This design comes from an exercise in tuning for small area and a short achievable clock period on the open sky130 flow, not from production work.
RTL that was checked went through simulation tests only; none was proved equivalent to the original.
Power is estimated from default activity; no workload was simulated.

== 05-23 ==
Design QE_M, start of the top module:
module QE_M (clk, reset, in_a, in_b, in_c, in_x, mode, valid_in, last_input, valid_out, result);
Size in the first run: roughly 850 cells after synthesis, roughly 150 flip-flops.
export LEC_CHECK = 0
export CAP_MARGIN = 20
export CORE_MARGIN = 2
export CORE_UTILIZATION = 40
export CTS_BUF_LIST = sky130_fd_sc_hd__clkbuf_8
export SETUP_SLACK_MARGIN = 4.2
export SLEW_MARGIN = 20
export SYNTH_HIERARCHICAL = 1
create_clock -name core_clock -period 6.5 [get_ports {clk}]
standard.sh (not shown) runs the stock make flow with config.mk's settings and CLKGATE_MAP_FILE= SYNTH_SCRIPT=/design/flow/synth_recipe.tcl, a recipe that flattens the netlist after the stock synthesis.
==> flow/flow/run.sh <==
#!/bin/bash
# The standard layout, with buf_2 cells as the port buffers.
bash standard.sh "BUFFER_PORTS_ARGS=-buffer_cell sky130_fd_sc_hd__buf_2" finish > standard.log 2>&1
diff inputs: 05-23 => 08-08
- SETUP_SLACK_MARGIN: 4.2 -> 4
08-08 reached the final stage; the timing, design-rule and antenna checks on its layout passed.
[08-08] post-route non-filler standard cell count fell 0.59% relative to 05-23
Non-clock buffer share of cell area: 08-08 vs 05-23 down 0.70 points
Power sits lower in 08-08 than in 05-23.
08-08 vs 05-23: final period demand of the worst path down in 08-08
Taking 05-23 as the reference, in 08-08 delay of the slowest cell on the worst path shows an increase of 30 ps; iteration-0 DRC count of the detailed router shows an increase of about 10%.

========
QE_M, a different RTL version from the one above (not shown whole).
For scale: roughly 720 cells after synthesis, roughly 160 flip-flops, about 54 I/O pins, ~8500 um^2 of cells after synthesis.
Design QE_M, start of the top module:
module QE_M (clk, reset, in_a, in_b, in_c, in_x, mode, valid_in, last_input, valid_out, result);
clock: 6.5 ns
lec_check: 0
cap_margin: 20
core_margin: 2
core_utilization: 40
setup_slack_margin: 4
slew_margin: 20
synth_hierarchical: 1
Scripts as last shown in full above: flow/flow/run.sh
Next try:
--- a/flow/config.mk
+++ b/flow/config.mk
@@ -9,5 +9,5 @@
 export CORE_MARGIN = 2
 export CORE_UTILIZATION = 40
-export SETUP_SLACK_MARGIN = 4
+export SETUP_SLACK_MARGIN = 3
 export SLEW_MARGIN = 20
 export SYNTH_HIERARCHICAL = 1
Effect:
- via count falls by 3.3%
- worst hold slack hardly moves
- worst setup slack gets worse by 0.27 ns
- total power went down by 8.7%
- combinational power falls by 17%
- wire length is lower by 7.1%
Next try:
--- a/flow/config.mk
+++ b/flow/config.mk
@@ -9,5 +9,4 @@
 export CORE_MARGIN = 2
 export CORE_UTILIZATION = 40
-export SETUP_SLACK_MARGIN = 3
 export SLEW_MARGIN = 20
 export SYNTH_HIERARCHICAL = 1
Effect:
- synthesized area stays the same
- clock-buffer cell count is unchanged
- critical path depth is unchanged
- final cell count stays the same
- worst setup slack stays the same
- core utilization stays the same
- clock skew is unchanged
- routed wire length is unchanged
- final area stays the same
- total power is unchanged
- clock power is about the same
Next try:
--- a/flow/config.mk
+++ b/flow/config.mk
@@ -9,4 +9,5 @@
 export CORE_MARGIN = 2
 export CORE_UTILIZATION = 40
+export SETUP_SLACK_MARGIN = 4.5
 export SLEW_MARGIN = 20
 export SYNTH_HIERARCHICAL = 1
Setup slack improved by 0.21 ns.
Sequential share of layout area fell by 3.0 points.
Non-clock buffer count rose by 41.
Routed wire length rose by 9.5%.
Area after synthesis does not change.

========
The RTL this note starts from:
==> flow/design.v <==
module QE_M (clk, reset, in_a, in_b, in_c, in_x, mode, valid_in, last_input, valid_out, result);
input wire clk, reset, mode;
input wire [7:0] in_a;
input wire [7:0] in_b;
input wire [7:0] in_c;
input wire [7:0] in_x;
input wire valid_in, last_input;
output reg valid_out;
output wire [15:0] result;
reg [7:0]  A0, B0, C0, X0;
reg        m0, v0, f0;
reg [15:0] R;
reg [7:0]  X1;
reg [7:0]  C1;
reg        m1, f1;
reg [15:0] Y;
reg        q0, q1;     
reg        lastd;      
wire [15:0] Z = m1 ? (f1 ? 16'd0 : Y) : {8'd0, C1};
always @(posedge clk) begin
	A0 <= in_a;
	B0 <= in_b;
	C0 <= in_c;
	X0 <= in_x;
	m0 <= mode;
	v0 <= valid_in;
	f0 <= lastd;
	R  <= A0 * X0 + (m0 ? 8'd0 : B0);
	X1 <= m0 ? {7'd0, v0} : X0;
	C1 <= C0;
	m1 <= m0;
	f1 <= f0;
	Y  <= R * X1 + Z;
end
always @(posedge clk or posedge reset) begin
	if (reset) begin
		q0 <= 1'b0;
		q1 <= 1'b0;
		valid_out <= 1'b0;
		lastd <= 1'b1;
	end else begin
		q0 <= mode ? last_input : valid_in;
		q1 <= q0;
		valid_out <= q1;
		lastd <= last_input;
	end
end
assign result = Y;
endmodule
make LEC_CHECK=0 CAP_MARGIN=20 CORE_MARGIN=2 CORE_UTILIZATION=40 SETUP_SLACK_MARGIN=1.5 SLEW_MARGIN=20 finish   # period 6.5 ns
run.sh (not shown) runs the stock make flow with config.mk's settings and CLKGATE_MAP_FILE= SYNTH_SCRIPT=/design/flow/synth_recipe.tcl, a recipe that flattens the netlist after the stock synthesis.
Stock flow here: none of the scripts above is used.
The starting point finished clean.
Change:
- SETUP_SLACK_MARGIN: 1.5 -> not set
Effect: The changed run went through all stages and came out clean. Power came out lower by 0.39%. Setup slack got worse by 470 ps. Flip-flop and latch count is unchanged. Worst hold slack stays flat. Global-route usage stays the same. Final area is about the same. Register-to-register slack got worse by 470 ps. Clock-buffer cell count is unchanged. Die area does not change.
No run of this note included a check of the RTL's function; only the layout flow was run.

========
Setup of build 9:
QE_M, a different RTL version from the one above (not shown whole).
For scale: ~880 cells after synthesis, ~54 I/O pins.
==> flow/config.mk <==
export PLATFORM = sky130hd
export DESIGN_NAME = QE_M
export DESIGN_NICKNAME = QE_M
export VERILOG_FILES = /design/flow/design.v
export SDC_FILE = /design/flow/constraint.sdc
export NUM_CORES = 4
export LEC_CHECK = 0
export CAP_MARGIN = 20
export CORE_MARGIN = 2
export CORE_UTILIZATION = 40
export CTS_BUF_LIST = sky130_fd_sc_hd__clkbuf_8
export SETUP_SLACK_MARGIN = 4
export SLEW_MARGIN = 20
export SYNTH_HIERARCHICAL = 1
==> flow/constraint.sdc <==
create_clock -name core_clock -period 6.5 [get_ports {clk}]
set_input_delay 1.3000 -clock core_clock [delete_from_list [all_inputs] [get_ports {clk}]]
set_output_delay 1.3000 -clock core_clock [all_outputs]
set_load 0.01 [all_outputs]
standard.sh (not shown) runs the stock make flow with config.mk's settings and CLKGATE_MAP_FILE= SYNTH_SCRIPT=/design/flow/synth_recipe.tcl, a recipe that flattens the netlist after the stock synthesis.
==> flow/flow/run.sh <==
#!/bin/bash
# The standard layout, with buf_4 cells as the port buffers.
bash standard.sh "BUFFER_PORTS_ARGS=-buffer_cell sky130_fd_sc_hd__buf_4" finish > standard.log 2>&1
### build 9 -> build 90
==> flow/flow/run.sh <==
#!/bin/bash
# The standard layout, with buf_2 cells as the port buffers.
bash standard.sh "BUFFER_PORTS_ARGS=-buffer_cell sky130_fd_sc_hd__buf_2" finish > standard.log 2>&1
## What came out
Both conditions hold for build 90: the flow ran to the end and the final layout passed the timing, design-rule and antenna checks. Summary of build 90 over build 9: instance count on the critical path went down; sequential power now sits at about the same level; register-to-register slack about even. Synthesis-to-finish area growth delta for build 90 relative to build 9: 1.8 points lower.

## static timing again, ports no longer ideal
How much do the figures lean on ideal ports? The routed layouts below were timed once more, with nothing changed but the port constraints. Step 1, drivers: a clkbuf_16 drives clk and a buf_2 each remaining input, both assumed. Step 2 adds t to the input delays and takes it off the output delays; t is the mean of the earliest and latest rising clock arrival at the registers after step 1. Input paths then give back, and output paths get back, about the clock's delay inside the block. Three values: ideal, step 1, step 2; two values: the first two.
run	t (ns)	setup WS [ns]	worst register clock-pin slew, ns	worst data-port slew with drivers (ns)	cell pins on the clock port's net
05-23	0.480	4.096 / 4.096 / 3.782	0.09 / 0.09	0.05	1
08-08	0.496	4.099 / 4.099 / 3.657	0.09 / 0.09	0.04	1
the first run of note 2	0.465	3.836 / 3.836 / 3.735	0.07 / 0.07	0.03	1
the second run of note 2	0.462	3.562 / 3.562 / 3.562	0.07 / 0.07	0.03	1
the third run of note 2	0.462	3.562 / 3.562 / 3.562	0.07 / 0.07	0.03	1
the fourth run of note 2	0.463	3.777 / 3.777 / 3.777	0.07 / 0.07	0.07	1
the first run of note 3	0.394	1.946 / 1.946 / 1.946	0.08 / 0.08	0.04	1
the second run of note 3	0.393	1.477 / 1.477 / 1.477	0.08 / 0.08	0.04	1
build 9	0.476	4.183 / 4.183 / 3.784	0.10 / 0.10	0.05	1
build 90	0.491	4.157 / 4.173 / 3.686	0.10 / 0.10	0.04	1
After both steps setup and hold are still met in every run listed. The setup slack of build 90, which loses most, moves by +0.016 ns with the drivers and by -0.471 ns with both steps.
